From an optimization exercise on the open Yosys and OpenROAD flow, aimed at small area, a short achievable clock period and few clock cycles; shortcuts taken in it are not production practice. Only simulation tests tie the RTL to the original design; equivalence was not proved.

==> design.v <==
module Bin2BCD(input wire clk, input wire rst, input wire en, input wire [31:0] din,
  output wire [39:0] digs, output reg done);
  wire [0:0] i_q0 = 1'b0, i_q1 = 1'b0, i_q2 = 1'b0;
  wire [0:0] i_c = din[31];
  wire [0:0] x1_h, x1_q0, x1_q1, x1_q2;
  assign x1_h[0] = 1'b0;
  assign x1_q0[0] = i_c[0];
  assign x1_q1[0] = 1'b0;
  assign x1_q2[0] = 1'b0;
  wire [0:0] x1_c = din[30];
  wire [0:0] x1_Q0 = x1_q0;
  wire [0:0] x1_Q1 = x1_q1;
  wire [0:0] x1_Q2 = x1_q2;
  wire [0:0] x2_h, x2_q0, x2_q1, x2_q2;
  assign x2_h[0] = 1'b0;
  assign x2_q0[0] = ~((x1_Q0[0] & x1_c[0]) | ~(x1_Q0[0] | x1_c[0]));
  assign x2_q1[0] = ~(~x1_Q0[0] | x1_c[0]);
  assign x2_q2[0] = (x1_Q0[0] & x1_c[0]);
  wire [0:0] x2_c = din[29];
  wire [0:0] x2_Q0 = x2_q0;
  wire [0:0] x2_Q1 = x2_q1;
  wire [0:0] x2_Q2 = x2_q2;
  wire [0:0] x3_h, x3_q0, x3_q1, x3_q2;
  assign x3_h[0] = ((x2_Q1[0] & x2_c[0]) | x2_Q2[0]);
  assign x3_q0[0] = ~((x2_Q0[0] & x2_c[0]) | ~(x2_Q0[0] | x2_Q2[0] | x2_c[0]) | x2_Q1[0]);
  assign x3_q1[0] = ~((x2_Q0[0] & x2_c[0]) | ~((x2_Q2[0] & x2_c[0]) | x2_Q0[0]));
  assign x3_q2[0] = ~((x2_Q1[0] & x2_c[0]) | ~((x2_Q1[0] | x2_c[0]) & x2_Q0[0]));
  wire [1:0] x3_c = {x3_h[0:0], din[28]};
  wire [1:0] x3_Q0 = {1'b0, x3_q0};
  wire [1:0] x3_Q1 = {1'b0, x3_q1};
  wire [1:0] x3_Q2 = {1'b0, x3_q2};
  wire [1:0] x4_h, x4_q0, x4_q1, x4_q2;
  assign x4_h[0:0] = ((x3_Q1[0:0] & x3_c[0:0]) | x3_Q2[0:0]);
  assign x4_q0[0:0] = ~((x3_Q0[0:0] & x3_c[0:0]) | ~(x3_Q0[0:0] | x3_Q2[0:0] | x3_c[0:0]) | x3_Q1[0:0]);
  assign x4_q1[0:0] = ~((x3_Q0[0:0] & x3_c[0:0]) | ~((x3_Q2[0:0] & x3_c[0:0]) | x3_Q0[0:0]));
  assign x4_q2[0:0] = ~((x3_Q0[0:0] & x3_Q1[0:0] & x3_c[0:0]) | ~((x3_Q0[0:0] & x3_c[0:0]) | x3_Q1[0:0]));
  assign x4_h[1] = 1'b0;
  assign x4_q0[1] = x3_c[1];
  assign x4_q1[1] = 1'b0;
  assign x4_q2[1] = 1'b0;
  wire [1:0] x4_c = {x4_h[0:0], din[27]};
  wire [1:0] x4_Q0 = x4_q0;
  wire [1:0] x4_Q1 = x4_q1;
  wire [1:0] x4_Q2 = x4_q2;
  wire [1:0] x5_h, x5_q0, x5_q1, x5_q2;
  assign x5_h[0:0] = ((x4_Q1[0:0] & x4_c[0:0]) | x4_Q2[0:0]);
  assign x5_q0[0:0] = ~((x4_Q0[0:0] & x4_c[0:0]) | ~(x4_Q0[0:0] | x4_Q2[0:0] | x4_c[0:0]) | x4_Q1[0:0]);
  assign x5_q1[0:0] = ~((x4_Q0[0:0] & x4_c[0:0]) | ~((x4_Q2[0:0] & x4_c[0:0]) | x4_Q0[0:0]));
  assign x5_q2[0:0] = ~((x4_Q0[0:0] & x4_Q1[0:0] & x4_c[0:0]) | ~((x4_Q0[0:0] & x4_c[0:0]) | x4_Q1[0:0]));
  assign x5_h[1] = 1'b0;
  assign x5_q0[1] = ~((x4_Q0[1] & x4_c[1]) | ~(x4_Q0[1] | x4_c[1]));
  assign x5_q1[1] = ~(~x4_Q0[1] | x4_c[1]);
  assign x5_q2[1] = (x4_Q0[1] & x4_c[1]);
  wire [1:0] x5_c = {x5_h[0:0], din[26]};
  wire [1:0] x5_Q0 = x5_q0;
  wire [1:0] x5_Q1 = x5_q1;
  wire [1:0] x5_Q2 = x5_q2;
  wire [1:0] x6_h, x6_q0, x6_q1, x6_q2;
  assign x6_h[0:0] = ((x5_Q1[0:0] & x5_c[0:0]) | x5_Q2[0:0]);
  assign x6_q0[0:0] = ~((x5_Q0[0:0] & x5_c[0:0]) | ~(x5_Q0[0:0] | x5_Q2[0:0] | x5_c[0:0]) | x5_Q1[0:0]);
  assign x6_q1[0:0] = ~((x5_Q0[0:0] & x5_c[0:0]) | ~((x5_Q2[0:0] & x5_c[0:0]) | x5_Q0[0:0]));
  assign x6_q2[0:0] = ~((x5_Q0[0:0] & x5_Q1[0:0] & x5_c[0:0]) | ~((x5_Q0[0:0] & x5_c[0:0]) | x5_Q1[0:0]));
  assign x6_h[1] = ((x5_Q1[1] & x5_c[1]) | x5_Q2[1]);
  assign x6_q0[1] = ~((x5_Q0[1] & x5_c[1]) | ~(x5_Q0[1] | x5_Q2[1] | x5_c[1]) | x5_Q1[1]);
  assign x6_q1[1] = ~(~x5_Q0[1] | x5_c[1]);
  assign x6_q2[1] = ~((x5_Q1[1] & x5_c[1]) | ~((x5_Q1[1] | x5_c[1]) & x5_Q0[1]));
  wire [2:0] x6_c = {x6_h[1:0], din[25]};
  wire [2:0] x6_Q0 = {1'b0, x6_q0};
  wire [2:0] x6_Q1 = {1'b0, x6_q1};
  wire [2:0] x6_Q2 = {1'b0, x6_q2};
  wire [2:0] x7_h, x7_q0, x7_q1, x7_q2;
  assign x7_h[1:0] = ((x6_Q1[1:0] & x6_c[1:0]) | x6_Q2[1:0]);
  assign x7_q0[1:0] = ~((x6_Q0[1:0] & x6_c[1:0]) | ~(x6_Q0[1:0] | x6_Q2[1:0] | x6_c[1:0]) | x6_Q1[1:0]);
  assign x7_q1[1:0] = ~((x6_Q0[1:0] & x6_c[1:0]) | ~((x6_Q2[1:0] & x6_c[1:0]) | x6_Q0[1:0]));
  assign x7_q2[1:0] = ~((x6_Q0[1:0] & x6_Q1[1:0] & x6_c[1:0]) | ~((x6_Q0[1:0] & x6_c[1:0]) | x6_Q1[1:0]));
  assign x7_h[2] = 1'b0;
  assign x7_q0[2] = x6_c[2];
  assign x7_q1[2] = 1'b0;
  assign x7_q2[2] = 1'b0;
  wire [2:0] x7_c = {x7_h[1:0], din[24]};
  wire [2:0] x7_Q0 = x7_q0;
  wire [2:0] x7_Q1 = x7_q1;
  wire [2:0] x7_Q2 = x7_q2;
  wire [2:0] x8_h, x8_q0, x8_q1, x8_q2;
  assign x8_h[1:0] = ((x7_Q1[1:0] & x7_c[1:0]) | x7_Q2[1:0]);
  assign x8_q0[1:0] = ~((x7_Q0[1:0] & x7_c[1:0]) | ~(x7_Q0[1:0] | x7_Q2[1:0] | x7_c[1:0]) | x7_Q1[1:0]);
  assign x8_q1[1:0] = ~((x7_Q0[1:0] & x7_c[1:0]) | ~((x7_Q2[1:0] & x7_c[1:0]) | x7_Q0[1:0]));
  assign x8_q2[1:0] = ~((x7_Q0[1:0] & x7_Q1[1:0] & x7_c[1:0]) | ~((x7_Q0[1:0] & x7_c[1:0]) | x7_Q1[1:0]));
  assign x8_h[2] = 1'b0;
  assign x8_q0[2] = (x7_Q0[2] | x7_c[2]);
  assign x8_q1[2] = x7_Q0[2];
  assign x8_q2[2] = 1'b0;
  wire [2:0] x8_c = {x8_h[1:0], din[23]};
  wire [2:0] x8_Q0 = x8_q0;
  wire [2:0] x8_Q1 = x8_q1;
  wire [2:0] x8_Q2 = x8_q2;
  wire [2:0] x9_h, x9_q0, x9_q1, x9_q2;
  assign x9_h[1:0] = ((x8_Q1[1:0] & x8_c[1:0]) | x8_Q2[1:0]);
  assign x9_q0[1:0] = ~((x8_Q0[1:0] & x8_c[1:0]) | ~(x8_Q0[1:0] | x8_Q2[1:0] | x8_c[1:0]) | x8_Q1[1:0]);
  assign x9_q1[1:0] = ~((x8_Q0[1:0] & x8_c[1:0]) | ~((x8_Q2[1:0] & x8_c[1:0]) | x8_Q0[1:0]));
  assign x9_q2[1:0] = ~((x8_Q0[1:0] & x8_Q1[1:0] & x8_c[1:0]) | ~((x8_Q0[1:0] & x8_c[1:0]) | x8_Q1[1:0]));
  assign x9_h[2] = (x8_Q0[2] & x8_Q1[2] & x8_c[2]);
  assign x9_q0[2] = ~((x8_Q0[2] & x8_c[2]) | ~(x8_Q0[2] | x8_c[2]) | x8_Q1[2]);
  assign x9_q1[2] = ~(~x8_Q0[2] | x8_c[2]);
  assign x9_q2[2] = ~((x8_Q1[2] & x8_c[2]) | ~((x8_Q1[2] | x8_c[2]) & x8_Q0[2]));
  wire [3:0] x9_c = {x9_h[2:0], din[22]};
  wire [3:0] x9_Q0 = {1'b0, x9_q0};
  wire [3:0] x9_Q1 = {1'b0, x9_q1};
  wire [3:0] x9_Q2 = {1'b0, x9_q2};
  wire [3:0] x10_h, x10_q0, x10_q1, x10_q2;
  assign x10_h[2:0] = ((x9_Q1[2:0] & x9_c[2:0]) | x9_Q2[2:0]);
  assign x10_q0[2:0] = ~((x9_Q0[2:0] & x9_c[2:0]) | ~(x9_Q0[2:0] | x9_Q2[2:0] | x9_c[2:0]) | x9_Q1[2:0]);
  assign x10_q1[2:0] = ~((x9_Q0[2:0] & x9_c[2:0]) | ~((x9_Q2[2:0] & x9_c[2:0]) | x9_Q0[2:0]));
  assign x10_q2[2:0] = ~((x9_Q0[2:0] & x9_Q1[2:0] & x9_c[2:0]) | ~((x9_Q0[2:0] & x9_c[2:0]) | x9_Q1[2:0]));
  assign x10_h[3] = 1'b0;
  assign x10_q0[3] = x9_c[3];
  assign x10_q1[3] = 1'b0;
  assign x10_q2[3] = 1'b0;
  wire [3:0] x10_c = {x10_h[2:0], din[21]};
  wire [3:0] x10_Q0 = x10_q0;
  wire [3:0] x10_Q1 = x10_q1;
  wire [3:0] x10_Q2 = x10_q2;
  wire [3:0] x11_h, x11_q0, x11_q1, x11_q2;
  assign x11_h[2:0] = ((x10_Q1[2:0] & x10_c[2:0]) | x10_Q2[2:0]);
  assign x11_q0[2:0] = ~((x10_Q0[2:0] & x10_c[2:0]) | ~(x10_Q0[2:0] | x10_Q2[2:0] | x10_c[2:0]) | x10_Q1[2:0]);
  assign x11_q1[2:0] = ~((x10_Q0[2:0] & x10_c[2:0]) | ~((x10_Q2[2:0] & x10_c[2:0]) | x10_Q0[2:0]));
  assign x11_q2[2:0] = ~((x10_Q0[2:0] & x10_Q1[2:0] & x10_c[2:0]) | ~((x10_Q0[2:0] & x10_c[2:0]) | x10_Q1[2:0]));
  assign x11_h[3] = 1'b0;
  assign x11_q0[3] = (x10_Q0[3] | x10_c[3]);
  assign x11_q1[3] = x10_Q0[3];
  assign x11_q2[3] = 1'b0;
  wire [3:0] x11_c = {x11_h[2:0], din[20]};
  wire [3:0] x11_Q0 = x11_q0;
  wire [3:0] x11_Q1 = x11_q1;
  wire [3:0] x11_Q2 = x11_q2;
  wire [3:0] x12_h, x12_q0, x12_q1, x12_q2;
  assign x12_h[2:0] = ((x11_Q1[2:0] & x11_c[2:0]) | x11_Q2[2:0]);
  assign x12_q0[2:0] = ~((x11_Q0[2:0] & x11_c[2:0]) | ~(x11_Q0[2:0] | x11_Q2[2:0] | x11_c[2:0]) | x11_Q1[2:0]);
  assign x12_q1[2:0] = ~((x11_Q0[2:0] & x11_c[2:0]) | ~((x11_Q2[2:0] & x11_c[2:0]) | x11_Q0[2:0]));
  assign x12_q2[2:0] = ~((x11_Q0[2:0] & x11_Q1[2:0] & x11_c[2:0]) | ~((x11_Q0[2:0] & x11_c[2:0]) | x11_Q1[2:0]));
  assign x12_h[3] = 1'b0;
  assign x12_q0[3] = ~((x11_Q0[3] & x11_c[3]) | ~(x11_Q0[3] | x11_c[3]) | x11_Q1[3]);
  assign x12_q1[3] = ~(~x11_Q0[3] | x11_c[3]);
  assign x12_q2[3] = ((x11_Q1[3] | x11_c[3]) & x11_Q0[3]);
  wire [3:0] x12_c = {x12_h[2:0], din[19]};
  wire [3:0] x12_Q0 = x12_q0;
  wire [3:0] x12_Q1 = x12_q1;
  wire [3:0] x12_Q2 = x12_q2;
  wire [3:0] x13_h, x13_q0, x13_q1, x13_q2;
  assign x13_h[2:0] = ((x12_Q1[2:0] & x12_c[2:0]) | x12_Q2[2:0]);
  assign x13_q0[2:0] = ~((x12_Q0[2:0] & x12_c[2:0]) | ~(x12_Q0[2:0] | x12_Q2[2:0] | x12_c[2:0]) | x12_Q1[2:0]);
  assign x13_q1[2:0] = ~((x12_Q0[2:0] & x12_c[2:0]) | ~((x12_Q2[2:0] & x12_c[2:0]) | x12_Q0[2:0]));
  assign x13_q2[2:0] = ~((x12_Q0[2:0] & x12_Q1[2:0] & x12_c[2:0]) | ~((x12_Q0[2:0] & x12_c[2:0]) | x12_Q1[2:0]));
  assign x13_h[3] = ((x12_Q1[3] & x12_c[3]) | x12_Q2[3]);
  assign x13_q0[3] = ~((x12_Q0[3] & x12_c[3]) | ~(x12_Q0[3] | x12_Q2[3] | x12_c[3]) | x12_Q1[3]);
  assign x13_q1[3] = ~((x12_Q0[3] & x12_c[3]) | ~((x12_Q2[3] & x12_c[3]) | x12_Q0[3]));
  assign x13_q2[3] = ~((x12_Q1[3] & x12_c[3]) | ~((x12_Q0[3] & x12_c[3]) | x12_Q1[3]));
  wire [4:0] x13_c = {x13_h[3:0], din[18]};
  wire [4:0] x13_Q0 = {1'b0, x13_q0};
  wire [4:0] x13_Q1 = {1'b0, x13_q1};
  wire [4:0] x13_Q2 = {1'b0, x13_q2};
  wire [4:0] x14_h, x14_q0, x14_q1, x14_q2;
  assign x14_h[3:0] = ((x13_Q1[3:0] & x13_c[3:0]) | x13_Q2[3:0]);
  assign x14_q0[3:0] = ~((x13_Q0[3:0] & x13_c[3:0]) | ~(x13_Q0[3:0] | x13_Q2[3:0] | x13_c[3:0]) | x13_Q1[3:0]);
  assign x14_q1[3:0] = ~((x13_Q0[3:0] & x13_c[3:0]) | ~((x13_Q2[3:0] & x13_c[3:0]) | x13_Q0[3:0]));
  assign x14_q2[3:0] = ~((x13_Q0[3:0] & x13_Q1[3:0] & x13_c[3:0]) | ~((x13_Q0[3:0] & x13_c[3:0]) | x13_Q1[3:0]));
  assign x14_h[4] = 1'b0;
  assign x14_q0[4] = x13_c[4];
  assign x14_q1[4] = 1'b0;
  assign x14_q2[4] = 1'b0;
  wire [4:0] x14_c = {x14_h[3:0], din[17]};
  wire [4:0] x14_Q0 = x14_q0;
  wire [4:0] x14_Q1 = x14_q1;
  wire [4:0] x14_Q2 = x14_q2;
  wire [4:0] x15_h, x15_q0, x15_q1, x15_q2;
  assign x15_h[3:0] = ((x14_Q1[3:0] & x14_c[3:0]) | x14_Q2[3:0]);
  assign x15_q0[3:0] = ~((x14_Q0[3:0] & x14_c[3:0]) | ~(x14_Q0[3:0] | x14_Q2[3:0] | x14_c[3:0]) | x14_Q1[3:0]);
  assign x15_q1[3:0] = ~((x14_Q0[3:0] & x14_c[3:0]) | ~((x14_Q2[3:0] & x14_c[3:0]) | x14_Q0[3:0]));
  assign x15_q2[3:0] = ~((x14_Q0[3:0] & x14_Q1[3:0] & x14_c[3:0]) | ~((x14_Q0[3:0] & x14_c[3:0]) | x14_Q1[3:0]));
  assign x15_h[4] = 1'b0;
  assign x15_q0[4] = ~((x14_Q0[4] & x14_c[4]) | ~(x14_Q0[4] | x14_c[4]));
  assign x15_q1[4] = ~(~x14_Q0[4] | x14_c[4]);
  assign x15_q2[4] = (x14_Q0[4] & x14_c[4]);
  wire [4:0] x15_c = {x15_h[3:0], din[16]};
  wire [4:0] x15_Q0 = x15_q0;
  wire [4:0] x15_Q1 = x15_q1;
  wire [4:0] x15_Q2 = x15_q2;
  wire [4:0] x16_h, x16_q0, x16_q1, x16_q2;
  assign x16_h[3:0] = ((x15_Q1[3:0] & x15_c[3:0]) | x15_Q2[3:0]);
  assign x16_q0[3:0] = ~((x15_Q0[3:0] & x15_c[3:0]) | ~(x15_Q0[3:0] | x15_Q2[3:0] | x15_c[3:0]) | x15_Q1[3:0]);
  assign x16_q1[3:0] = ~((x15_Q0[3:0] & x15_c[3:0]) | ~((x15_Q2[3:0] & x15_c[3:0]) | x15_Q0[3:0]));
  assign x16_q2[3:0] = ~((x15_Q0[3:0] & x15_Q1[3:0] & x15_c[3:0]) | ~((x15_Q0[3:0] & x15_c[3:0]) | x15_Q1[3:0]));
  assign x16_h[4] = ((x15_Q1[4] & x15_c[4]) | x15_Q2[4]);
  assign x16_q0[4] = ~((x15_Q0[4] & x15_c[4]) | ~(x15_Q0[4] | x15_Q2[4] | x15_c[4]) | x15_Q1[4]);
  assign x16_q1[4] = ~(~x15_Q0[4] | x15_c[4]);
  assign x16_q2[4] = ~((x15_Q1[4] & x15_c[4]) | ~((x15_Q1[4] | x15_c[4]) & x15_Q0[4]));
  wire [5:0] x16_c = {x16_h[4:0], din[15]};
  wire [5:0] x16_Q0 = {1'b0, x16_q0};
  wire [5:0] x16_Q1 = {1'b0, x16_q1};
  wire [5:0] x16_Q2 = {1'b0, x16_q2};
  wire [5:0] x17_h, x17_q0, x17_q1, x17_q2;
  assign x17_h[4:0] = ((x16_Q1[4:0] & x16_c[4:0]) | x16_Q2[4:0]);
  assign x17_q0[4:0] = ~((x16_Q0[4:0] & x16_c[4:0]) | ~(x16_Q0[4:0] | x16_Q2[4:0] | x16_c[4:0]) | x16_Q1[4:0]);
  assign x17_q1[4:0] = ~((x16_Q0[4:0] & x16_c[4:0]) | ~((x16_Q2[4:0] & x16_c[4:0]) | x16_Q0[4:0]));
  assign x17_q2[4:0] = ~((x16_Q0[4:0] & x16_Q1[4:0] & x16_c[4:0]) | ~((x16_Q0[4:0] & x16_c[4:0]) | x16_Q1[4:0]));
  assign x17_h[5] = 1'b0;
  assign x17_q0[5] = x16_c[5];
  assign x17_q1[5] = 1'b0;
  assign x17_q2[5] = 1'b0;
  wire [5:0] x17_c = {x17_h[4:0], din[14]};
  wire [5:0] x17_Q0 = x17_q0;
  wire [5:0] x17_Q1 = x17_q1;
  wire [5:0] x17_Q2 = x17_q2;
  wire [5:0] x18_h, x18_q0, x18_q1, x18_q2;
  assign x18_h[4:0] = ((x17_Q1[4:0] & x17_c[4:0]) | x17_Q2[4:0]);
  assign x18_q0[4:0] = ~((x17_Q0[4:0] & x17_c[4:0]) | ~(x17_Q0[4:0] | x17_Q2[4:0] | x17_c[4:0]) | x17_Q1[4:0]);
  assign x18_q1[4:0] = ~((x17_Q0[4:0] & x17_c[4:0]) | ~((x17_Q2[4:0] & x17_c[4:0]) | x17_Q0[4:0]));
  assign x18_q2[4:0] = ~((x17_Q0[4:0] & x17_Q1[4:0] & x17_c[4:0]) | ~((x17_Q0[4:0] & x17_c[4:0]) | x17_Q1[4:0]));
  assign x18_h[5] = 1'b0;
  assign x18_q0[5] = (x17_Q0[5] | x17_c[5]);
  assign x18_q1[5] = x17_Q0[5];
  assign x18_q2[5] = 1'b0;
  wire [5:0] x18_c = {x18_h[4:0], din[13]};
  wire [5:0] x18_Q0 = x18_q0;
  wire [5:0] x18_Q1 = x18_q1;
  wire [5:0] x18_Q2 = x18_q2;
  always @(posedge clk) done <= rst & en;
  reg [5:0] r_q0, r_q1, r_q2, r_c;
  reg [12:0] r_lo;
  always @(posedge clk) begin
    r_q0 <= x18_Q0; r_q1 <= x18_Q1; r_q2 <= x18_Q2; r_c <= x18_c;
    r_lo <= din[12:0];
  end
  wire [5:0] y19_h, y19_q0, y19_q1, y19_q2;
  assign y19_h[4:0] = ((r_q1[4:0] & r_c[4:0]) | r_q2[4:0]);
  assign y19_q0[4:0] = ~((r_q0[4:0] & r_c[4:0]) | ~(r_q0[4:0] | r_q2[4:0] | r_c[4:0]) | r_q1[4:0]);
  assign y19_q1[4:0] = ~((r_q0[4:0] & r_c[4:0]) | ~((r_q2[4:0] & r_c[4:0]) | r_q0[4:0]));
  assign y19_q2[4:0] = ~((r_q0[4:0] & r_q1[4:0] & r_c[4:0]) | ~((r_q0[4:0] & r_c[4:0]) | r_q1[4:0]));
  assign y19_h[5] = (r_q0[5] & r_q1[5] & r_c[5]);
  assign y19_q0[5] = ~((r_q0[5] & r_c[5]) | ~(r_q0[5] | r_c[5]) | r_q1[5]);
  assign y19_q1[5] = ~(~r_q0[5] | r_c[5]);
  assign y19_q2[5] = ~((r_q1[5] & r_c[5]) | ~((r_q1[5] | r_c[5]) & r_q0[5]));
  wire [6:0] y19_c = {y19_h[5:0], r_lo[12]};
  wire [6:0] y19_Q0 = {1'b0, y19_q0};
  wire [6:0] y19_Q1 = {1'b0, y19_q1};
  wire [6:0] y19_Q2 = {1'b0, y19_q2};
  wire [6:0] y20_h, y20_q0, y20_q1, y20_q2;
  assign y20_h[5:0] = ((y19_Q1[5:0] & y19_c[5:0]) | y19_Q2[5:0]);
  assign y20_q0[5:0] = ~((y19_Q0[5:0] & y19_c[5:0]) | ~(y19_Q0[5:0] | y19_Q2[5:0] | y19_c[5:0]) | y19_Q1[5:0]);
  assign y20_q1[5:0] = ~((y19_Q0[5:0] & y19_c[5:0]) | ~((y19_Q2[5:0] & y19_c[5:0]) | y19_Q0[5:0]));
  assign y20_q2[5:0] = ~((y19_Q0[5:0] & y19_Q1[5:0] & y19_c[5:0]) | ~((y19_Q0[5:0] & y19_c[5:0]) | y19_Q1[5:0]));
  assign y20_h[6] = 1'b0;
  assign y20_q0[6] = y19_c[6];
  assign y20_q1[6] = 1'b0;
  assign y20_q2[6] = 1'b0;
  wire [6:0] y20_c = {y20_h[5:0], r_lo[11]};
  wire [6:0] y20_Q0 = y20_q0;
  wire [6:0] y20_Q1 = y20_q1;
  wire [6:0] y20_Q2 = y20_q2;
  wire [6:0] y21_h, y21_q0, y21_q1, y21_q2;
  assign y21_h[5:0] = ((y20_Q1[5:0] & y20_c[5:0]) | y20_Q2[5:0]);
  assign y21_q0[5:0] = ~((y20_Q0[5:0] & y20_c[5:0]) | ~(y20_Q0[5:0] | y20_Q2[5:0] | y20_c[5:0]) | y20_Q1[5:0]);
  assign y21_q1[5:0] = ~((y20_Q0[5:0] & y20_c[5:0]) | ~((y20_Q2[5:0] & y20_c[5:0]) | y20_Q0[5:0]));
  assign y21_q2[5:0] = ~((y20_Q0[5:0] & y20_Q1[5:0] & y20_c[5:0]) | ~((y20_Q0[5:0] & y20_c[5:0]) | y20_Q1[5:0]));
  assign y21_h[6] = 1'b0;
  assign y21_q0[6] = (y20_Q0[6] | y20_c[6]);
  assign y21_q1[6] = y20_Q0[6];
  assign y21_q2[6] = 1'b0;
  wire [6:0] y21_c = {y21_h[5:0], r_lo[10]};
  wire [6:0] y21_Q0 = y21_q0;
  wire [6:0] y21_Q1 = y21_q1;
  wire [6:0] y21_Q2 = y21_q2;
  wire [6:0] y22_h, y22_q0, y22_q1, y22_q2;
  assign y22_h[5:0] = ((y21_Q1[5:0] & y21_c[5:0]) | y21_Q2[5:0]);
  assign y22_q0[5:0] = ~((y21_Q0[5:0] & y21_c[5:0]) | ~(y21_Q0[5:0] | y21_Q2[5:0] | y21_c[5:0]) | y21_Q1[5:0]);
  assign y22_q1[5:0] = ~((y21_Q0[5:0] & y21_c[5:0]) | ~((y21_Q2[5:0] & y21_c[5:0]) | y21_Q0[5:0]));
  assign y22_q2[5:0] = ~((y21_Q0[5:0] & y21_Q1[5:0] & y21_c[5:0]) | ~((y21_Q0[5:0] & y21_c[5:0]) | y21_Q1[5:0]));
  assign y22_h[6] = 1'b0;
  assign y22_q0[6] = ~((y21_Q0[6] & y21_c[6]) | ~(y21_Q0[6] | y21_c[6]) | y21_Q1[6]);
  assign y22_q1[6] = ~(~y21_Q0[6] | y21_c[6]);
  assign y22_q2[6] = ((y21_Q1[6] | y21_c[6]) & y21_Q0[6]);
  wire [6:0] y22_c = {y22_h[5:0], r_lo[9]};
  wire [6:0] y22_Q0 = y22_q0;
  wire [6:0] y22_Q1 = y22_q1;
  wire [6:0] y22_Q2 = y22_q2;
  wire [6:0] y23_h, y23_q0, y23_q1, y23_q2;
  assign y23_h[5:0] = ((y22_Q1[5:0] & y22_c[5:0]) | y22_Q2[5:0]);
  assign y23_q0[5:0] = ~((y22_Q0[5:0] & y22_c[5:0]) | ~(y22_Q0[5:0] | y22_Q2[5:0] | y22_c[5:0]) | y22_Q1[5:0]);
  assign y23_q1[5:0] = ~((y22_Q0[5:0] & y22_c[5:0]) | ~((y22_Q2[5:0] & y22_c[5:0]) | y22_Q0[5:0]));
  assign y23_q2[5:0] = ~((y22_Q0[5:0] & y22_Q1[5:0] & y22_c[5:0]) | ~((y22_Q0[5:0] & y22_c[5:0]) | y22_Q1[5:0]));
  assign y23_h[6] = ((y22_Q1[6] & y22_c[6]) | y22_Q2[6]);
  assign y23_q0[6] = ~((y22_Q0[6] & y22_c[6]) | ~(y22_Q0[6] | y22_Q2[6] | y22_c[6]) | y22_Q1[6]);
  assign y23_q1[6] = ~((y22_Q0[6] & y22_c[6]) | ~((y22_Q2[6] & y22_c[6]) | y22_Q0[6]));
  assign y23_q2[6] = ~((y22_Q1[6] & y22_c[6]) | ~((y22_Q0[6] & y22_c[6]) | y22_Q1[6]));
  wire [7:0] y23_c = {y23_h[6:0], r_lo[8]};
  wire [7:0] y23_Q0 = {1'b0, y23_q0};
  wire [7:0] y23_Q1 = {1'b0, y23_q1};
  wire [7:0] y23_Q2 = {1'b0, y23_q2};
  wire [7:0] y24_h, y24_q0, y24_q1, y24_q2;
  assign y24_h[6:0] = ((y23_Q1[6:0] & y23_c[6:0]) | y23_Q2[6:0]);
  assign y24_q0[6:0] = ~((y23_Q0[6:0] & y23_c[6:0]) | ~(y23_Q0[6:0] | y23_Q2[6:0] | y23_c[6:0]) | y23_Q1[6:0]);
  assign y24_q1[6:0] = ~((y23_Q0[6:0] & y23_c[6:0]) | ~((y23_Q2[6:0] & y23_c[6:0]) | y23_Q0[6:0]));
  assign y24_q2[6:0] = ~((y23_Q0[6:0] & y23_Q1[6:0] & y23_c[6:0]) | ~((y23_Q0[6:0] & y23_c[6:0]) | y23_Q1[6:0]));
  assign y24_h[7] = 1'b0;
  assign y24_q0[7] = y23_c[7];
  assign y24_q1[7] = 1'b0;
  assign y24_q2[7] = 1'b0;
  wire [7:0] y24_c = {y24_h[6:0], r_lo[7]};
  wire [7:0] y24_Q0 = y24_q0;
  wire [7:0] y24_Q1 = y24_q1;
  wire [7:0] y24_Q2 = y24_q2;
  wire [7:0] y25_h, y25_q0, y25_q1, y25_q2;
  assign y25_h[6:0] = ((y24_Q1[6:0] & y24_c[6:0]) | y24_Q2[6:0]);
  assign y25_q0[6:0] = ~((y24_Q0[6:0] & y24_c[6:0]) | ~(y24_Q0[6:0] | y24_Q2[6:0] | y24_c[6:0]) | y24_Q1[6:0]);
  assign y25_q1[6:0] = ~((y24_Q0[6:0] & y24_c[6:0]) | ~((y24_Q2[6:0] & y24_c[6:0]) | y24_Q0[6:0]));
  assign y25_q2[6:0] = ~((y24_Q0[6:0] & y24_Q1[6:0] & y24_c[6:0]) | ~((y24_Q0[6:0] & y24_c[6:0]) | y24_Q1[6:0]));
  assign y25_h[7] = 1'b0;
  assign y25_q0[7] = ~((y24_Q0[7] & y24_c[7]) | ~(y24_Q0[7] | y24_c[7]));
  assign y25_q1[7] = ~(~y24_Q0[7] | y24_c[7]);
  assign y25_q2[7] = (y24_Q0[7] & y24_c[7]);
  wire [7:0] y25_c = {y25_h[6:0], r_lo[6]};
  wire [7:0] y25_Q0 = y25_q0;
  wire [7:0] y25_Q1 = y25_q1;
  wire [7:0] y25_Q2 = y25_q2;
  wire [7:0] y26_h, y26_q0, y26_q1, y26_q2;
  assign y26_h[6:0] = ((y25_Q1[6:0] & y25_c[6:0]) | y25_Q2[6:0]);
  assign y26_q0[6:0] = ~((y25_Q0[6:0] & y25_c[6:0]) | ~(y25_Q0[6:0] | y25_Q2[6:0] | y25_c[6:0]) | y25_Q1[6:0]);
  assign y26_q1[6:0] = ~((y25_Q0[6:0] & y25_c[6:0]) | ~((y25_Q2[6:0] & y25_c[6:0]) | y25_Q0[6:0]));
  assign y26_q2[6:0] = ~((y25_Q0[6:0] & y25_Q1[6:0] & y25_c[6:0]) | ~((y25_Q0[6:0] & y25_c[6:0]) | y25_Q1[6:0]));
  assign y26_h[7] = ((y25_Q1[7] & y25_c[7]) | y25_Q2[7]);
  assign y26_q0[7] = ~((y25_Q0[7] & y25_c[7]) | ~(y25_Q0[7] | y25_Q2[7] | y25_c[7]) | y25_Q1[7]);
  assign y26_q1[7] = ~(~y25_Q0[7] | y25_c[7]);
  assign y26_q2[7] = ~((y25_Q1[7] & y25_c[7]) | ~((y25_Q1[7] | y25_c[7]) & y25_Q0[7]));
  wire [8:0] y26_c = {y26_h[7:0], r_lo[5]};
  wire [8:0] y26_Q0 = {1'b0, y26_q0};
  wire [8:0] y26_Q1 = {1'b0, y26_q1};
  wire [8:0] y26_Q2 = {1'b0, y26_q2};
  wire [8:0] y27_h, y27_q0, y27_q1, y27_q2;
  assign y27_h[7:0] = ((y26_Q1[7:0] & y26_c[7:0]) | y26_Q2[7:0]);
  assign y27_q0[7:0] = ~((y26_Q0[7:0] & y26_c[7:0]) | ~(y26_Q0[7:0] | y26_Q2[7:0] | y26_c[7:0]) | y26_Q1[7:0]);
  assign y27_q1[7:0] = ~((y26_Q0[7:0] & y26_c[7:0]) | ~((y26_Q2[7:0] & y26_c[7:0]) | y26_Q0[7:0]));
  assign y27_q2[7:0] = ~((y26_Q0[7:0] & y26_Q1[7:0] & y26_c[7:0]) | ~((y26_Q0[7:0] & y26_c[7:0]) | y26_Q1[7:0]));
  assign y27_h[8] = 1'b0;
  assign y27_q0[8] = y26_c[8];
  assign y27_q1[8] = 1'b0;
  assign y27_q2[8] = 1'b0;
  wire [8:0] y27_c = {y27_h[7:0], r_lo[4]};
  wire [8:0] y27_Q0 = y27_q0;
  wire [8:0] y27_Q1 = y27_q1;
  wire [8:0] y27_Q2 = y27_q2;
  wire [8:0] y28_h, y28_q0, y28_q1, y28_q2;
  assign y28_h[7:0] = ((y27_Q1[7:0] & y27_c[7:0]) | y27_Q2[7:0]);
  assign y28_q0[7:0] = ~((y27_Q0[7:0] & y27_c[7:0]) | ~(y27_Q0[7:0] | y27_Q2[7:0] | y27_c[7:0]) | y27_Q1[7:0]);
  assign y28_q1[7:0] = ~((y27_Q0[7:0] & y27_c[7:0]) | ~((y27_Q2[7:0] & y27_c[7:0]) | y27_Q0[7:0]));
  assign y28_q2[7:0] = ~((y27_Q0[7:0] & y27_Q1[7:0] & y27_c[7:0]) | ~((y27_Q0[7:0] & y27_c[7:0]) | y27_Q1[7:0]));
  assign y28_h[8] = 1'b0;
  assign y28_q0[8] = (y27_Q0[8] | y27_c[8]);
  assign y28_q1[8] = y27_Q0[8];
  assign y28_q2[8] = 1'b0;
  wire [8:0] y28_c = {y28_h[7:0], r_lo[3]};
  wire [8:0] y28_Q0 = y28_q0;
  wire [8:0] y28_Q1 = y28_q1;
  wire [8:0] y28_Q2 = y28_q2;
  wire [8:0] y29_h, y29_q0, y29_q1, y29_q2;
  assign y29_h[7:0] = ((y28_Q1[7:0] & y28_c[7:0]) | y28_Q2[7:0]);
  assign y29_q0[7:0] = ~((y28_Q0[7:0] & y28_c[7:0]) | ~(y28_Q0[7:0] | y28_Q2[7:0] | y28_c[7:0]) | y28_Q1[7:0]);
  assign y29_q1[7:0] = ~((y28_Q0[7:0] & y28_c[7:0]) | ~((y28_Q2[7:0] & y28_c[7:0]) | y28_Q0[7:0]));
  assign y29_q2[7:0] = ~((y28_Q0[7:0] & y28_Q1[7:0] & y28_c[7:0]) | ~((y28_Q0[7:0] & y28_c[7:0]) | y28_Q1[7:0]));
  assign y29_h[8] = (y28_Q0[8] & y28_Q1[8] & y28_c[8]);
  assign y29_q0[8] = ~((y28_Q0[8] & y28_c[8]) | ~(y28_Q0[8] | y28_c[8]) | y28_Q1[8]);
  assign y29_q1[8] = ~(~y28_Q0[8] | y28_c[8]);
  assign y29_q2[8] = ~((y28_Q1[8] & y28_c[8]) | ~((y28_Q1[8] | y28_c[8]) & y28_Q0[8]));
  wire [9:0] y29_c = {y29_h[8:0], r_lo[2]};
  wire [9:0] y29_Q0 = {1'b0, y29_q0};
  wire [9:0] y29_Q1 = {1'b0, y29_q1};
  wire [9:0] y29_Q2 = {1'b0, y29_q2};
  wire [9:0] y30_h, y30_q0, y30_q1, y30_q2;
  assign y30_h[8:0] = ((y29_Q1[8:0] & y29_c[8:0]) | y29_Q2[8:0]);
  assign y30_q0[8:0] = ~((y29_Q0[8:0] & y29_c[8:0]) | ~(y29_Q0[8:0] | y29_Q2[8:0] | y29_c[8:0]) | y29_Q1[8:0]);
  assign y30_q1[8:0] = ~((y29_Q0[8:0] & y29_c[8:0]) | ~((y29_Q2[8:0] & y29_c[8:0]) | y29_Q0[8:0]));
  assign y30_q2[8:0] = ~((y29_Q0[8:0] & y29_Q1[8:0] & y29_c[8:0]) | ~((y29_Q0[8:0] & y29_c[8:0]) | y29_Q1[8:0]));
  assign y30_h[9] = 1'b0;
  assign y30_q0[9] = y29_c[9];
  assign y30_q1[9] = 1'b0;
  assign y30_q2[9] = 1'b0;
  wire [9:0] y30_c = {y30_h[8:0], r_lo[1]};
  wire [9:0] y30_Q0 = y30_q0;
  wire [9:0] y30_Q1 = y30_q1;
  wire [9:0] y30_Q2 = y30_q2;
  wire [9:0] y31_h, y31_q0, y31_q1, y31_q2;
  assign y31_h[8:0] = ((y30_Q1[8:0] & y30_c[8:0]) | y30_Q2[8:0]);
  assign y31_q0[8:0] = ((y30_Q2[8:0] | y30_c[8:0]) & ~((y30_Q1[8:0] | y30_Q2[8:0]) & y30_c[8:0]));
  assign y31_q1[8:0] = ~(~((y30_Q2[8:0] & y30_c[8:0]) | y30_Q0[8:0]) ^ y30_Q1[8:0]);
  assign y31_q2[8:0] = ~((y30_Q0[8:0] & y30_c[8:0]) | ~((y30_Q0[8:0] | y30_c[8:0]) & y30_Q1[8:0]));
  assign y31_h[9] = 1'b0;
  assign y31_q0[9] = y30_c[9];
  assign y31_q1[9] = y30_Q0[9];
  assign y31_q2[9] = 1'b0;
  wire [9:0] y31_c = {y31_h[8:0], r_lo[0]};
  wire [9:0] y31_Q0 = y31_q0;
  wire [9:0] y31_Q1 = y31_q1;
  wire [9:0] y31_Q2 = y31_q2;
  assign digs = {y31_Q2[9], y31_Q1[9], y31_Q0[9], y31_c[9], y31_Q2[8], y31_Q1[8], y31_Q0[8], y31_c[8], y31_Q2[7], y31_Q1[7], y31_Q0[7], y31_c[7], y31_Q2[6], y31_Q1[6], y31_Q0[6], y31_c[6], y31_Q2[5], y31_Q1[5], y31_Q0[5], y31_c[5], y31_Q2[4], y31_Q1[4], y31_Q0[4], y31_c[4], y31_Q2[3], y31_Q1[3], y31_Q0[3], y31_c[3], y31_Q2[2], y31_Q1[2], y31_Q0[2], y31_c[2], y31_Q2[1], y31_Q1[1], y31_Q0[1], y31_c[1], y31_Q2[0], y31_Q1[0], y31_Q0[0], y31_c[0]};
endmodule
==> flow/run.sh <==
#!/bin/bash
set -euo pipefail
W=$PWD
rm -rf "$W/scripts_abc"
cp -r "$FLOW_HOME/scripts" "$W/scripts_abc"
cp "$W/flow/abc.script" "$W/scripts_abc/abc_speed.script"
bash "$W/standard.sh" SCRIPTS_DIR="$W/scripts_abc" ADDER_MAP_FILE= BUFFER_PORTS_ARGS="-buffer_cell sky130_fd_sc_hd__buf_1" SETUP_SLACK_MARGIN=7 SETUP_MOVE_SEQUENCE=sizeup,swap SKIP_INCREMENTAL_REPAIR=1 finish > "$W/standard_flow.log" 2>&1
==> flow/abc.script <==
strash
balance
rewrite
refactor
balance
rewrite
rewrite -z
balance
refactor -z
rewrite -z
balance
dc2
dch -f
amap
==> standard.sh <==
#!/bin/bash
# synth_recipe.tcl (not shown) runs the flow's synth.tcl, then flattens the netlist and writes it again
# the make line also repeats each setting of config.mk as NAME=value (left out here)
make -C /OpenROAD-flow-scripts/flow DESIGN_CONFIG=/design/flow/config.mk WORK_HOME=/design/flow/orfs CLKGATE_MAP_FILE= SYNTH_SCRIPT=/design/flow/synth_recipe.tcl "${@:-finish}"
==> config.mk <==
export PLATFORM = sky130hd
export DESIGN_NAME = Bin2BCD
export DESIGN_NICKNAME = Bin2BCD
export VERILOG_FILES = /design/flow/design.v
export SDC_FILE = /design/flow/constraint.sdc
export NUM_CORES = 4
export LEC_CHECK = 0
export CAP_MARGIN = 20
export CORE_MARGIN = 2
export CORE_UTILIZATION = 60
export SLEW_MARGIN = 20
==> constraint.sdc <==
create_clock -name core_clock -period 15.0 [get_ports {clk}]
set_input_delay 3.0000 -clock core_clock [delete_from_list [all_inputs] [get_ports {clk}]]
set_output_delay 3.0000 -clock core_clock [all_outputs]
set_load 0.01 [all_outputs]
==> flow_metrics.py, run 1 <==
metrics = {
    "run_status": {
        "outcome": "timing/DRC/antenna clean",
    },
    "worst_setup_path": {
        "cp-end-kind": "output port",
        "start_kind": "flop",
        "worst-setup-path-type": "flop to output port",
        "worst_path_max_delay_cell": "or3_1",
        "cp.arrival_ns": 5.76,
        "crit_path_max_fanout": 5,
        "crit_required_ns": 12.00,
        "max_stage_delay_ns": 0.37,
        "crit_top_cell": "o21a_1",
    },
    "synthesis": {
        "synthAdderAreaFrac": 0,
        "synthDistinctLibCells": 35,
        "yosys_warnings": 1,
        "synth_compound_area_frac": 0.504,
        "ys_ff_latch": 37,
        "synthMuxAreaShare": 0,
        "yosys_most_used_dff": "dfxtp_1",
        "synth_edf_count": 0,
        "yosysSeqAreaShare": 0.116,
        "syn_nets": 1256,
        "syn_area_um2": 6370,
        "avgSynthCellArea_um2": 5.21,
        "synth_top_family_by_area": "compound AO/OA/AOI/OAI gates",
        "synthXorXnorAreaFrac": 0,
        "synthSimpleGateAreaFrac": 0.296,
        "syn_inst": 1221,
        "synth_async_sr_flop_share": 0,
    },
    "clocking": {
        "cts_htree_levels": 2,
        "cts_tree": "done",
        "clk_pin_slew_worst_paths_ns": 0.09,
        "post_cts_resized": 490,
        "clock_sinks": 37,
        "post_cts_buffers": 0,
        "clk_path_buf_depth": 2,
        "numCtsBuffers": 5,
        "postCtsHoldBufs": 0,
        "root_buffer": "clkbuf_8",
    },
    "routing": {
        "wire_per_inst_um": 11.6,
        "antenna_left": 0,
        "routed_wl_um": 16600,
        "drt_iter0_drc": 374,
        "firstDrtPassIters": 5,
        "vias": 8358,
        "via_per_inst": 5.82,
        "route.detailed.drc": 0,
    },
    "timing": {
        "drv_slew": 0,
        "max_freq_ghz": 0.114,
        "period_needed_ns": 8.76,
        "worstMarginPinSlew_ns": 0.515,
        "hold_viol": 0,
        "setup_viol": 0,
        "max_slew_margin": 0.657,
        "finalSetupTns_ns": 0,
        "fin_crit_sh": 0.584,
    },
    "floorplan": {
        "die_y_um": 107,
        "initial_utilization": 0.617,
        "core_area_um2": 10300,
        "row_count": 37,
        "io_pins": 76,
        "die_w_um": 107,
        "die_area_um2": 11500,
    },
    "global_routing": {
        "overflow": 0,
        "grt_pass1_wl_um": 29600,
        "grt_antenna_before_repair": 0,
        "grt_pass1_vias": 7650,
        "grt_max_degree": 12,
        "grt.total_usage": 0.294,
    },
    "place": {
        "hpwl_um": 10800,
        "io_buffers": 74,
        "place_congestion": 0.858,
    },
    "final_layout": {
        "nets": 1335,
        "drive_gt1_frac": 0.257,
        "syn2layout_area_growth_pct": 29.3,
        "num_antenna_cells": 0,
    },
    "job": {
        "maxCapViolCount": 0,
    },
    "min_path": {
        "hold_class": "input port to flop",
    },
}
[through the flow]
step	instance area [um^2]	std cells	worst slack [ns]	hold slack (ns)	utilization
finish	8230	1436	6.24	2.79	0.797
global route	8230	1436	5.57	2.78	0.797
CTS	8230	1436	6.66	2.79	0.797
detailed placement	6860	1429	5.99	3.09	0.665
global placement	6860	1429	6.23	3.09	0.665
floorplan	6430	1221	7.01	3.03	-
[cells by family after synthesis]
| group | count (synthesis) |
|---|---|
| simple gates | 481 |
| flops | 37 |
| buf+inv | 138 |
| other cells | 1 |
| compound gates | 564 |
[cells in the final DEF, fill, tap and decap left out, types with 5 or more instances in the layout]
master,netlist,layout
a21oi_2,0,80
dfxtp_1,37,32
o31ai_2,0,7
clkinv_2,0,12
dfxtp_2,0,5
buf_1,0,59
o21a_1,86,85
clkbuf_8,0,5
nor3_1,13,6
o21ai_0,241,100
o21ai_2,0,64
o211ai_1,5,5
a21oi_4,0,5
o22ai_1,15,11
clkinv_1,136,125
o21ai_1,0,69
nor3_2,0,5
nor2_2,0,71
nor2_4,0,18
o21ai_4,0,8
o31a_1,7,7
nand2_1,130,121
nand2_2,0,8
or2_0,9,7
nor2_1,313,224
a21oi_1,168,83
buf_2,0,13
[metal layers]
| metal | GRT usage | wire length, um | vias up |
|---|---|---|---|
| li1 | - | - | 4437 |
| met1 | 0.328 | 7450 | 3735 |
| met2 | 0.581 | 8380 | 147 |
| met3 | 0.0401 | 462 | 39 |
| met4 | 0.0668 | 294 | 0 |
| met5 | 0 | 0 | - |
[Yosys cell counts, drive strengths merged (4+ instances only)]
cell type | n | area share
or2 | 9 | 0.0088
nor3 | 13 | 0.010
a21oi | 168 | 0.13
nand2 | 130 | 0.077
o22ai | 15 | 0.015
o21ai | 241 | 0.19
o211ai | 5 | 0.0059
dfxtp | 37 | 0.12
clkinv | 136 | 0.080
a31oi | 5 | 0.0049
o21a | 86 | 0.10
nor2 | 313 | 0.18
o31a | 7 | 0.0096
nor2b | 9 | 0.0088
o31ai | 12 | 0.014
a22oi | 4 | 0.0047
[layout make-up]
| cell class | instances | area [um^2] |
|---|---|---|
| Multi-Input combinational cell | 1046 | 6370 |
| Fill cell | 787 | 2090 |
| Sequential cell | 37 | 747 |
| Inverter | 136 | 524 |
| Timing Repair Buffer | 74 | 313 |
| Tap cell | 136 | 170 |
| Clock buffer | 5 | 68.8 |
| Clock inverter | 2 | 35.0 |
[state kept, by name (all words and copies together), names as in the netlist]
| register | flops |
|---|---|
| r_q0 | 6 |
| r_lo | 13 |
| r_q2 | 5 |
| r_c | 6 |
| r_q1 | 6 |
| done | 1 |
[critical path: cells and delay by family, from the launching register on]
kind            cells  cell delay (ns)
compound gates     13             2.45
flops               1             0.35
simple gates       14             2.33
buf+inv             2             0.32
[path summary, 6_finish.rpt]
| kind | from | endpoint | slack [ns] | depth (start not counted) |
|---|---|---|---|---|
| worst max-delay path | r_c[3]$_DFF_P_ | digs[22] | 6.24 | 29 |
| worst min-delay path | din[9] | r_lo[9]$_DFF_P_ | 2.79 | 1 |
Testbench counts, summed over its fixed seeds: cycles 3,208.
==> run 2, diff against run 1 <==
==> flow/run.sh (replaced) <==
#!/bin/bash
set -euo pipefail
W=$PWD
rm -rf "$W/scripts_abc"
cp -r "$FLOW_HOME/scripts" "$W/scripts_abc"
cp "$W/flow/abc.script" "$W/scripts_abc/abc_speed.script"
bash "$W/standard.sh" SCRIPTS_DIR="$W/scripts_abc" ADDER_MAP_FILE= BUFFER_PORTS_ARGS="-buffer_cell sky130_fd_sc_hd__buf_1" finish > "$W/standard_flow.log" 2>&1
==> run 2 against run 1 <==
  * Critical path type unchanged
  * Non-clock buffer count did not move
  * Critical path depth grew 2
  * Cell count barely moved
  * Worst hold slack hardly changed
  * Synthesized cell count did not move
  * Largest cell class unchanged
  * Still clean
  * Critical endpoint is now digs[19]
==> flow_metrics.py, run 2 <==
metrics = {
    "worst_setup_path": {
        "crit_required_ns": 12.00,
        "cp-startpoint": "r_q0[4]$_DFF_P_",
        "cp-end-kind": "output port",
        "cp.arrival_ns": 6.20,
        "worst_path_max_delay_cell": "o311ai_0",
        "max_stage_delay_ns": 0.50,
        "crit_path_max_fanout": 4,
        "crit_end": "digs[19]",
        "worst-setup-path-type": "flop to output port",
        "start_kind": "flop",
        "crit_top_cell": "o21ai_0",
    },
    "clocking": {
        "root_buffer": "clkbuf_8",
        "post_cts_buffers": 0,
        "cts_htree_levels": 2,
        "clk_pin_slew_worst_paths_ns": 0.08,
        "postCtsHoldBufs": 0,
        "post_cts_resized": 0,
        "numCtsBuffers": 5,
        "clk_path_buf_depth": 2,
        "cts_tree": "done",
        "clock_sinks": 37,
    },
    "synthesis": {
        "synth_compound_area_frac": 0.504,
        "synthTopCellsByArea": "o21ai_0 19%, nor2_1 18%, a21oi_1 13%, dfxtp_1 12%, o21a_1 10%",
        "ys_ff_latch": 37,
        "synth_edf_count": 0,
        "synthXorXnorAreaFrac": 0,
        "synthSimpleGateAreaFrac": 0.296,
        "netlist_top_cells_count": "313 x nor2_1, 241 x o21ai_0, 168 x a21oi_1",
        "yosysMostFrequentCell": "nor2_1",
        "synth_top_area_frac": 0.189,
        "yosysSeqAreaShare": 0.116,
        "syn_inst": 1221,
        "synth_top_family_by_area": "compound AO/OA/AOI/OAI gates",
        "synthDistinctLibCells": 35,
        "syn_nets": 1256,
        "synth_async_sr_flop_share": 0,
        "yosys_most_used_dff": "dfxtp_1",
        "yosys_warnings": 1,
        "synth_largest_area_cell": "o21ai_0",
        "synthAdderAreaFrac": 0,
        "synthMuxAreaShare": 0,
        "avgSynthCellArea_um2": 5.21,
        "syn_area_um2": 6370,
    },
    "timing": {
        "hold_viol": 0,
        "holdWs_ns": 2.79,
        "max_slew_margin": 0.635,
        "max_freq_ghz": 0.109,
        "fin_crit_sh": 0.613,
        "finalSetupTns_ns": 0,
        "setup_viol": 0,
        "period_needed_ns": 9.20,
        "rsz0062_at_grt": "false",
        "worstMarginPinSlew_ns": 0.541,
        "drv_slew": 0,
    },
    "global_routing": {
        "grt.total_usage": 0.230,
        "grt_pass1_vias": 6397,
        "grt_antenna_before_repair": 0,
        "grt_max_degree": 13,
        "overflow": 0,
        "grt_pass1_wl_um": 23500,
        "use_met1": 0.289,
        "met3_usage": 0.0298,
        "use_met2": 0.429,
        "busiest_layer": "met2",
    },
    "final_layout": {
        "layout_common_cells": "313 x nor2_1, 241 x o21ai_0, 168 x a21oi_1",
        "num_antenna_cells": 0,
        "nets": 1335,
        "largest_register": "r_lo",
        "largest_register_ff_count": 13,
        "fin_area_um2": 6900,
        "drive_gt1_frac": 0.00615,
        "final_common_cell": "nor2_1",
        "syn2layout_area_growth_pct": 8.31,
    },
    "routing": {
        "drt_iter0_drc": 298,
        "via_per_inst": 5.40,
        "vias": 7763,
        "wire_per_inst_um": 8.96,
        "routed_wl_um": 12900,
        "firstDrtPassIters": 5,
        "antenna_left": 0,
        "route.detailed.drc": 0,
    },
    "floorplan": {
        "initial_utilization": 0.617,
        "die_w_um": 107,
        "io_pins": 76,
        "row_count": 37,
        "die_y_um": 107,
        "die_area_um2": 11500,
        "core_area_um2": 10300,
    },
    "place": {
        "dpl_cell_area_um2": 6800,
        "hpwl_um": 11000,
        "io_buffers": 74,
        "place_congestion": 0.815,
    },
    "job": {
        "maxCapViolCount": 0,
    },
    "min_path": {
        "hold_class": "input port to flop",
    },
    "run_status": {
        "outcome": "timing/DRC/antenna clean",
    },
}
-- run 2: cell counts after synthesis --
Identical to the previous run, type by type.
-- run 2: stage by stage --
stage / util / instances / setup slack, ns
after floorplan: - / 1221 / 6.75
after global placement: 0.659 / 1429 / 6.06
after detailed placement: 0.659 / 1429 / 5.78
after CTS: 0.668 / 1437 / 5.80
after global routing: 0.668 / 1437 / 4.77
final: 0.668 / 1437 / 5.80
-- run 2: worst min path at each step --
stage,slack (ns),cells after the start,to,from
after CTS,2.79,1,r_lo[11]$_DFF_P_,din[11]
after floorplan,3.03,0,r_c[0]$_DFF_P_,din[13]
final,2.79,1,r_lo[11]$_DFF_P_,din[11]
after global routing,2.78,1,r_lo[5]$_DFF_P_,din[5]
after global placement,3.09,1,r_lo[0]$_DFF_P_,din[0]
after detailed placement,3.09,1,r_lo[7]$_DFF_P_,din[7]
-- run 2: per-layer routing --
metal  vias up  wire (um)
met3         7        268
li1       4424          -
met2        62       5830
met1      3270       6740
met5         -          0
met4         0         40
-- run 2: area by class of cell --
cell class                 instances  area, um^2
clock inverter                     2        13.8
inverter                         136         510
tap                              136         170
fill                            1074        3430
multi-input combinational       1046        5100
sequential                        37         741
clock buffer                       6        82.6
timing repair buffer              74         278
-- run 2: critical path, delay by kind of cell, from the launching register on --
family                 cells  cell delay [ns]
buffers and inverters      4             0.38
AND/OR/NAND/NOR           12             1.32
AO/OA/AOI/OAI             15             3.87
flip-flops                 1             0.33
-- run 2: kinds of logic after synthesis --
logic type      after synthesis
compound gates              564
buf+inv                     138
flops                        37
other cells                   1
simple gates                481
==> run 3, diff against run 2 <==
==> flow/run.sh (replaced) <==
#!/bin/bash
set -euo pipefail
W=$PWD
rm -rf "$W/scripts_abc"
cp -r "$FLOW_HOME/scripts" "$W/scripts_abc"
cp "$W/flow/abc.script" "$W/scripts_abc/abc_speed.script"
bash "$W/standard.sh" SCRIPTS_DIR="$W/scripts_abc" ADDER_MAP_FILE= BUFFER_PORTS_ARGS="-buffer_cell sky130_fd_sc_hd__buf_1" SETUP_SLACK_MARGIN=6 SETUP_MOVE_SEQUENCE=sizeup,swap SKIP_INCREMENTAL_REPAIR=1 finish > "$W/standard_flow.log" 2>&1
==> run 3 against run 2 <==
  * Fmax grew 1.7%
  * Count of clock-buffer cells in the layout is the same
  * Cell count is the same
  * Via count about the same
  * Global-route usage hardly changed
  * Largest cell class unchanged
  * Wire length about the same
  * Flip-flop and latch count is the same
  * Area after synthesis did not move
  * Non-clock buffer count unchanged
  * Setup slack better by 0.15 ns
==> flow_metrics.py, run 3 <==
metrics = {
    "run_status": {
        "outcome": "timing/DRC/antenna clean",
    },
    "synthesis": {
        "synth_async_sr_flop_share": 0,
        "yosys_most_used_dff": "dfxtp_1",
        "syn_inst": 1221,
        "syn_area_um2": 6370,
        "netlist_top_cells_count": "313 x nor2_1, 241 x o21ai_0, 168 x a21oi_1",
        "yosysMostFrequentCell": "nor2_1",
        "yosys_warnings": 1,
        "synth_largest_area_cell": "o21ai_0",
        "synthDistinctLibCells": 35,
        "syn_nets": 1256,
        "synth_top_area_frac": 0.189,
        "synth_edf_count": 0,
        "ys_ff_latch": 37,
        "yosysSeqAreaShare": 0.116,
        "avgSynthCellArea_um2": 5.21,
        "synthTopCellsByArea": "o21ai_0 19%, nor2_1 18%, a21oi_1 13%, dfxtp_1 12%, o21a_1 10%",
    },
    "final_layout": {
        "syn2layout_area_growth_pct": 8.31,
        "multiInputGateArea_um2": 5100,
        "final_common_cell": "nor2_1",
        "largest_register_ff_count": 13,
        "fill_cells": 1074,
        "nets": 1335,
        "num_antenna_cells": 0,
        "largest_register": "r_lo",
        "drive_gt1_frac": 0.00615,
        "layout_common_cells": "313 x nor2_1, 235 x o21ai_0, 168 x a21oi_1",
        "fin_area_um2": 6900,
        "seqCellArea_um2": 741,
    },
    "clocking": {
        "cts_tree": "done",
        "clk_path_buf_depth": 2,
        "cts_htree_levels": 2,
        "root_buffer": "clkbuf_8",
        "post_cts_buffers": 0,
        "post_cts_resized": 7,
        "postCtsHoldBufs": 0,
        "clk_pin_slew_worst_paths_ns": 0.08,
        "numCtsBuffers": 5,
        "clock_sinks": 37,
    },
    "worst_setup_path": {
        "worst_path_max_delay_cell": "a311oi_1",
        "start_kind": "input port",
        "crit_required_ns": 15.18,
        "max_stage_delay_ns": 0.37,
        "cp.arrival_ns": 9.23,
        "cp-end-kind": "flop",
        "worst-setup-path-type": "input port to flop",
        "crit_top_cell": "nor2_1",
        "crit_path_max_fanout": 6,
    },
    "place": {
        "io_buffers": 74,
        "hpwl_um": 11000,
        "dpl_cell_area_um2": 6800,
        "place_congestion": 0.815,
    },
    "timing": {
        "period_needed_ns": 9.04,
        "drv_slew": 0,
        "setup_viol": 0,
        "hold_viol": 0,
        "finalSetupTns_ns": 0,
        "fin_crit_sh": 0.603,
        "max_freq_ghz": 0.111,
    },
    "min_path": {
        "holdPathEnd": "r_lo[11]$_DFF_P_",
        "hold-path-cell-count": 1,
        "hold_class": "input port to flop",
        "hold_path_startpoint": "din[11]",
    },
    "floorplan": {
        "die_w_um": 107,
        "die_y_um": 107,
        "io_pins": 76,
        "core_area_um2": 10300,
        "initial_utilization": 0.617,
        "die_area_um2": 11500,
        "row_count": 37,
    },
    "routing": {
        "routed_wl_um": 12900,
        "via_per_inst": 5.40,
        "wire_per_inst_um": 8.96,
        "antenna_left": 0,
        "firstDrtPassIters": 5,
        "drt_iter0_drc": 289,
        "vias": 7765,
        "route.detailed.drc": 0,
    },
    "global_routing": {
        "grt_antenna_before_repair": 0,
        "grt_max_degree": 13,
        "grt.total_usage": 0.230,
        "overflow": 0,
        "grt_pass1_vias": 6391,
        "grt_pass1_wl_um": 23500,
    },
    "job": {
        "maxCapViolCount": 0,
    },
}
==> run 3: how the worst max path moves through the flow <==
stage                     endpoint           start  slack (ns)
floorplan           r_c[4]$_DFF_P_         din[30]        6.75
global placement    r_c[4]$_DFF_P_         din[30]        6.06
detailed placement  r_c[4]$_DFF_P_         din[30]        5.78
CTS                       digs[15]  r_c[2]$_DFF_P_        6.01
global route        r_c[4]$_DFF_P_         din[30]        4.92
finish              r_c[4]$_DFF_P_         din[30]        5.96
==> run 3: logic make-up after synthesis <==
logic type / synth area share
compound gates: 0.504
simple gates: 0.296
buf+inv: 0.0825
flops: 0.116
other cells: 0.000589
==> run 3: critical path: cells and delay by family <==
kind | cells | cell delay [ns]
buf+inv | 1 | 0.18
compound gates | 21 | 4.08
simple gates | 14 | 1.95
==> run 3: layout make-up <==
class,instances,share of cell area
Clock inverter,2,0.00200
Timing Repair Buffer,74,0.0403
Inverter,136,0.0740
Sequential cell,37,0.107
Clock buffer,6,0.0120
Tap cell,136,0.0247
Multi-Input combinational cell,1046,0.740
==> run 3: per-stage QoR <==
stage                     worst slack, ns  hold WS (ns)  std cells  utilization
after global placement               6.06          3.09       1429        0.659
after global routing                 4.92          2.78       1437        0.668
after floorplan                      6.75          3.03       1221            -
final                                5.96          2.79       1437        0.668
after detailed placement             5.78          3.09       1429        0.659
after CTS                            6.01          2.79       1437        0.668
==> run 3: routing by layer <==
layer  track usage  part of all wire  vias to the layer above
met4        0.0250            0.0031                        0
met2         0.429              0.45                       62
met5             0                 0                        -
li1              -                 -                     4427
met1         0.289              0.52                     3269
met3        0.0298             0.021                        7
==> run 4, diff against run 3 <==
==> flow/run.sh (replaced) <==
#!/bin/bash
set -euo pipefail
W=$PWD
rm -rf "$W/scripts_abc"
cp -r "$FLOW_HOME/scripts" "$W/scripts_abc"
cp "$W/flow/abc.script" "$W/scripts_abc/abc_speed.script"
bash "$W/standard.sh" SCRIPTS_DIR="$W/scripts_abc" ADDER_MAP_FILE= BUFFER_PORTS_ARGS="-buffer_cell sky130_fd_sc_hd__buf_1" SETUP_SLACK_MARGIN=6.5 SETUP_MOVE_SEQUENCE=sizeup,swap SKIP_INCREMENTAL_REPAIR=1 finish > "$W/standard_flow.log" 2>&1
==> run 4 against run 3 <==
  * Still clean
  * Sequential share of layout area down 0.30 points
  * Non-clock buffer count unchanged
  * Setup slack better by 0.32 ns
  * Wire length up 3.1%
  * Critical endpoint is now r_q0[0]$_DFF_P_
  * Largest cell class unchanged
==> flow_metrics.py, run 4 <==
metrics = {
    "clocking": {
        "cts_htree_levels": 2,
        "post_cts_resized": 109,
        "clk_path_buf_depth": 2,
        "clock_sinks": 37,
        "post_cts_buffers": 0,
        "numCtsBuffers": 5,
        "root_buffer": "clkbuf_8",
        "clk_pin_slew_worst_paths_ns": 0.08,
        "postCtsHoldBufs": 0,
        "cts_tree": "done",
    },
    "final_layout": {
        "fill_cells": 1053,
        "largest_register_ff_count": 13,
        "drive_gt1_frac": 0.0453,
        "nets": 1335,
        "num_antenna_cells": 0,
        "fin_area_um2": 7090,
        "syn2layout_area_growth_pct": 11.4,
        "seqCellArea_um2": 741,
        "layout_common_cells": "300 x nor2_1, 189 x o21ai_0, 146 x a21oi_1",
        "final_common_cell": "nor2_1",
        "stdcell_count": 1437,
        "multiInputGateArea_um2": 5300,
        "largest_register": "r_lo",
    },
    "synthesis": {
        "synth_largest_area_cell": "o21ai_0",
        "yosysMostFrequentCell": "nor2_1",
        "yosysSeqAreaShare": 0.116,
        "syn_inst": 1221,
        "yosys_most_used_dff": "dfxtp_1",
        "netlist_top_cells_count": "313 x nor2_1, 241 x o21ai_0, 168 x a21oi_1",
        "syn_area_um2": 6370,
        "yosys_warnings": 1,
        "synth_edf_count": 0,
        "synthTopCellsByArea": "o21ai_0 19%, nor2_1 18%, a21oi_1 13%, dfxtp_1 12%, o21a_1 10%",
        "synth_top_area_frac": 0.189,
        "syn_nets": 1256,
        "ys_ff_latch": 37,
        "synth_async_sr_flop_share": 0,
        "synthDistinctLibCells": 35,
        "avgSynthCellArea_um2": 5.21,
    },
    "floorplan": {
        "die_w_um": 107,
        "die_y_um": 107,
        "initial_utilization": 0.617,
        "row_count": 37,
        "core_area_um2": 10300,
        "io_pins": 76,
        "die_area_um2": 11500,
    },
    "routing": {
        "highest_layer": "met4",
        "via_per_inst": 5.41,
        "wire_per_inst_um": 9.24,
        "firstDrtPassIters": 5,
        "wl_met2_um": 6140,
        "antenna_left": 0,
        "drt_iter0_drc": 281,
        "routed_wl_um": 13300,
        "vias": 7781,
        "route.detailed.drc": 0,
        "wl_met3_um": 259,
        "met1_length_um": 6840,
    },
    "worst_setup_path": {
        "worst_path_max_delay_cell": "o21ai_0",
        "crit_required_ns": 15.19,
        "start_kind": "input port",
        "cp.arrival_ns": 8.91,
        "crit_top_cell": "nor2_1",
        "crit_path_max_fanout": 4,
        "worst-setup-path-type": "input port to flop",
        "max_stage_delay_ns": 0.26,
        "cp-end-kind": "flop",
    },
    "run_status": {
        "outcome": "timing/DRC/antenna clean",
    },
    "timing": {
        "fin_ws_ns": 6.27,
        "fin_crit_sh": 0.582,
        "holdWs_ns": 2.79,
        "finalSetupTns_ns": 0,
        "max_freq_ghz": 0.115,
        "drv_slew": 0,
        "hold_viol": 0,
        "period_needed_ns": 8.73,
        "setup_viol": 0,
    },
    "global_routing": {
        "overflow": 0,
        "grt_antenna_before_repair": 0,
        "grt_pass1_vias": 6569,
        "grt_pass1_wl_um": 24200,
        "grt.total_usage": 0.237,
        "grt_max_degree": 13,
    },
    "min_path": {
        "hold_class": "input port to flop",
        "hold-path-cell-count": 1,
    },
    "place": {
        "dp.cells": 1429,
        "place_ws_ns": 5.78,
        "hpwl_um": 11000,
        "io_buffers": 74,
        "place_congestion": 0.815,
        "dpl_cell_area_um2": 6800,
    },
    "job": {
        "maxCapViolCount": 0,
    },
}
[run 4: cell counts after synthesis]
Identical to the previous run, type by type.
[run 4: area by class of cell]
type,count,share of cell area
clock buffers,6,0.0116
clock inverters,2,0.00194
inverters,136,0.0720
multi-input cells,1046,0.747
flip-flops and latches,37,0.104
well taps,136,0.0240
repair buffers,74,0.0393
[run 4: per-layer routing]
layer | up-vias | track usage
met4 | 0 | 0.0269
met3 | 6 | 0.0304
met2 | 74 | 0.449
met5 | - | 0
li1 | 4423 | -
met1 | 3278 | 0.293
[run 4: worst paths after layout]
kind	slack (ns)	end	from
min	2.79	r_lo[11]$_DFF_P_	din[11]
max	6.27	r_q0[0]$_DFF_P_	din[31]
[run 4: critical path: cells and delay by family]
kind / cells / cell delay (ns)
buf+inv: 1 / 0.14
simple gates: 30 / 3.49
compound gates: 16 / 2.28
[run 4: cells by family after synthesis]
family,synth area share
other cells,0.000589
buf+inv,0.0825
simple gates,0.296
flops,0.116
compound gates,0.504
[run 4: through the flow]
step | util
2_1_floorplan | -
3_3_place_gp | 0.659
3_5_place_dp | 0.659
4_1_cts | 0.687
5_1_grt | 0.687
6_report | 0.687

-- port drivers added, routing unchanged --
How much do the figures lean on ideal ports? The routed layouts below were timed once more, with nothing changed but the port constraints. Step 1: set_driving_cell puts a clkbuf_16 on clk and a buf_2 on each other input, an assumption about the parent block. Step 2 moves the port delays by t, midway between the first and last clock arrival at a register: inputs arrive t later, outputs are due t later. That takes back most of the time a late clock gives input paths. Three values: ideal ports, drivers, drivers and shift; two values: the first two.
run | t, ns | setup slack, ns | worst hold slack (ns)
run 1 | 0.328 | 6.237 / 6.201 / 6.061 | 2.787 / 2.775 / 3.103
run 2 | 0.322 | 5.805 / 5.774 / 5.645 | 2.787 / 2.782 / 3.103
run 3 | 0.322 | 5.957 / 5.967 / 5.645 | 2.787 / 2.783 / 3.104
run 4 | 0.322 | 6.275 / 6.284 / 5.962 | 2.787 / 2.783 / 3.105
After both steps every run listed still meets setup and hold. The setup slack of run 4, which loses most, moves by +0.009 ns with the drivers and by -0.313 ns with both steps.
